Background: an optimization exercise with open tools, aiming at small area. Do not read the settings as production practice. Function was checked by simulation only, so behaviour that the tests miss may differ from the original. No activity file was given, so power comes from the tool's default toggle rates.

// top
module top #
(
 parameter DATA_WIDTH = 8,
 parameter ADDR_WIDTH = 4
)
(
 input clk,
 input reset_n,
 input [ADDR_WIDTH-1:0]opcode_in,
 input CS_0,CS_1,
 input wr_en_0,wr_en_1,
 input [ADDR_WIDTH-1:0]addr_in_0,addr_in_1,
 input [DATA_WIDTH-1:0]a_in,
 input [DATA_WIDTH-1:0]b_in,
 output reg carry_out,
 output reg [DATA_WIDTH-1:0]result_out
);
==> module memory, before the edit <==
module memory #
(
 parameter DATA_WIDTH = 8,
 parameter ADDR_WIDTH = 4
)
(
 input clk,
 input CS,wr_en,
 input [DATA_WIDTH-1:0] data_in,
 input [ADDR_WIDTH-1:0] addr_in,
 input [ADDR_WIDTH-1:0] rot,
 output reg [DATA_WIDTH-1:0] temp_reg,
 output rd
);
 wire wr = CS & wr_en;
 assign rd = CS & ~wr_en;
 wire [ADDR_WIDTH-1:0] pos = addr_in + rot + {{(ADDR_WIDTH-1){1'b0}}, wr_en};
 reg [16*DATA_WIDTH-1:0] ring;
 wire [DATA_WIDTH-1:0] m [0:15];
 wire [15:0] sel;
 genvar w;
 generate
   for (w = 0; w < 16; w = w + 1) begin : word
     localparam integer PREV = (w + 15) % 16;
     assign sel[w] = (pos == w);
     assign m[w] = ring[w*DATA_WIDTH +: DATA_WIDTH];
     always @(posedge clk)
       ring[w*DATA_WIDTH +: DATA_WIDTH] <= (wr & sel[w])
         ? (data_in ^ {DATA_WIDTH{w[0]}})
         : ~ring[PREV*DATA_WIDTH +: DATA_WIDTH];
   end
 endgenerate
 reg [DATA_WIDTH-1:0] rdata;
 integer i;
 always @(*) begin
   rdata = {DATA_WIDTH{1'b0}};
   for (i = 0; i < 16; i = i + 1)
     rdata = rdata | ({DATA_WIDTH{sel[i]}} & m[i]);
 end
 always @(posedge clk)
   if (rd)
     temp_reg <= rdata ^ {DATA_WIDTH{pos[0]}};
endmodule
Settings: LEC_CHECK=0, CAP_MARGIN=20, CORE_MARGIN=2, CORE_UTILIZATION=40, SLEW_MARGIN=20; clock period 3.8 ns.
standard.sh (not shown) runs the stock make flow with config.mk's settings and CLKGATE_MAP_FILE= SYNTH_SCRIPT=/design/flow/synth_recipe.tcl, a recipe that flattens the netlist after the stock synthesis.
==> flow/flow/run.sh <==
#!/bin/bash
# Own layout flow: the standard ORFS flow (standard.sh) with
#  - no timing-driven global placement,
#  - synthesis through synth_own.tcl (standard synthesis, own two-pass ABC mapping),
#  - port buffers of buf_2 instead of the resizer's default pick,
#  - clock tree of clkbuf_4 leaf clusters of up to 10 sinks, without dummy loads.
# All tool output goes to standard.log here; ORFS keeps its per-step logs in orfs/logs.
set -euo pipefail
F=$PWD/flow
bash standard.sh \
  SYNTH_SCRIPT=$F/synth_own.tcl \
  CORE_UTILIZATION=60 GPL_TIMING_DRIVEN=0 \
  CAP_MARGIN=0 SLEW_MARGIN=0 \
  "BUFFER_PORTS_ARGS=-buffer_cell sky130_fd_sc_hd__buf_2" \
  "CTS_ARGS=-sink_clustering_enable -repair_clock_nets -dont_use_dummy_load -buf_list sky130_fd_sc_hd__clkbuf_4 -sink_clustering_size 10 -sink_clustering_max_diameter 40" \
  finish > standard.log 2>&1
==> flow/flow/abc_own.script <==
&get -n
&st
&dch -f
&nf -R 2000 -C 32
&put
==> flow/flow/abc_ring.script <==
strash
dch -f
amap
==> flow/flow/synth_own.tcl <==
set own_dir [file dirname [file normalize [info script]]]
proc synth {args} { yosys synth -nofsm -noshare {*}$args }
proc abc {args} {
  global own_dir
  set i [lsearch -exact $args -script]
  if { $i < 0 } { yosys abc {*}$args; return }
  set ring_args $args
  lset ring_args [expr {$i + 1}] [file join $own_dir abc_ring.script]
  yosys select -set ringcone {*}[list c:*ring* {%ci1:+[D]} %ci1 %ci2]
  yosys select {*}[list @ringcone {t:$_MUX_} {t:$_NOT_} {t:$_NMUX_} %u %u %i]
  yosys select -count %
  yosys abc {*}$ring_args
  yosys select -clear
  lset args [expr {$i + 1}] [file join $own_dir abc_own.script]
  yosys abc {*}$args
}
source $::env(SCRIPTS_DIR)/synth.tcl
# left out here: clear keep_hierarchy, flatten, clean up, hide names made inside functions, write 1_2_yosys.v
Next try:
--- a/flow/design.v
+++ b/flow/design.v
@@ -76,22 +76,25 @@
      always @(posedge clk)
        ring[w*DATA_WIDTH +: DATA_WIDTH] <= (wr & sel[w])
          ? (data_in ^ {DATA_WIDTH{w[0]}})
          : ~ring[PREV*DATA_WIDTH +: DATA_WIDTH];
    end
  endgenerate
- reg [DATA_WIDTH-1:0] rdata;
+ reg [DATA_WIDTH-1:0] r_even, r_odd;
  integer i;
  always @(*) begin
-   rdata = {DATA_WIDTH{1'b0}};
-   for (i = 0; i < 16; i = i + 1)
-     rdata = rdata | ({DATA_WIDTH{sel[i]}} & m[i]);
+   r_even = {DATA_WIDTH{1'b0}};
+   r_odd = {DATA_WIDTH{1'b0}};
+   for (i = 0; i < 16; i = i + 2) begin
+     r_even = r_even | ({DATA_WIDTH{sel[i]}} & m[i]);
+     r_odd = r_odd | ({DATA_WIDTH{sel[i+1]}} & m[i+1]);
+   end
  end
  always @(posedge clk)
    if (rd)
-     temp_reg <= rdata ^ {DATA_WIDTH{pos[0]}};
+     temp_reg <= pos[0] ? ~r_odd : r_even;
 endmodule
 `timescale 1ns / 1ps
 module top #
 (
  parameter DATA_WIDTH = 8,
  parameter ADDR_WIDTH = 4
This time the run finished with negative setup slack left.
Wire length goes up by a few percent.
Final cell count goes down by a few percent.
Non-clock buffer count goes up by 2.
Worst setup slack is worse by 0.11 ns.
Final area goes down slightly.
Clock skew goes down by 0.0075 ns.
Sequential share of layout area goes up by 0.70 points.
Power goes down by a few percent.
Maximum frequency goes down by a few percent.
Worst hold slack is worse by 0.044 ns.
Sequential power goes down slightly.

-- what the ideal ports hide --
In the flow no input, the clock included, has a driving cell. The finished layouts below were timed again as built, in two steps. Step 1, drivers: a clkbuf_16 drives clk and a buf_2 each remaining input, both assumed. Step 2, shift: input delay + t, output delay - t, t = (earliest + latest rising clock arrival at the registers) / 2. This alone moves slack from input paths to output paths. Slacks: ideal / step 1 / step 2; pairs: ideal / step 1.
run | t (ns) | slack for setup (ns) | worst hold slack (ns) | clock arrival spread, ns | cell pins on the clock port's net
the first run | 0.675 | 0.080 / 0.080 / -0.452 | 0.238 / 0.222 / 0.395 | 0.061 / 0.061 | 1
the second run | 0.689 | -0.028 / -0.028 / -0.561 | 0.194 / 0.180 / 0.417 | 0.054 / 0.054 | 1
Met with ideal ports but missed after step 2: setup timing in the first run. The setup slack of the second run, which loses most, moves by 0.000 ns with the drivers and by -0.533 ns with both steps.
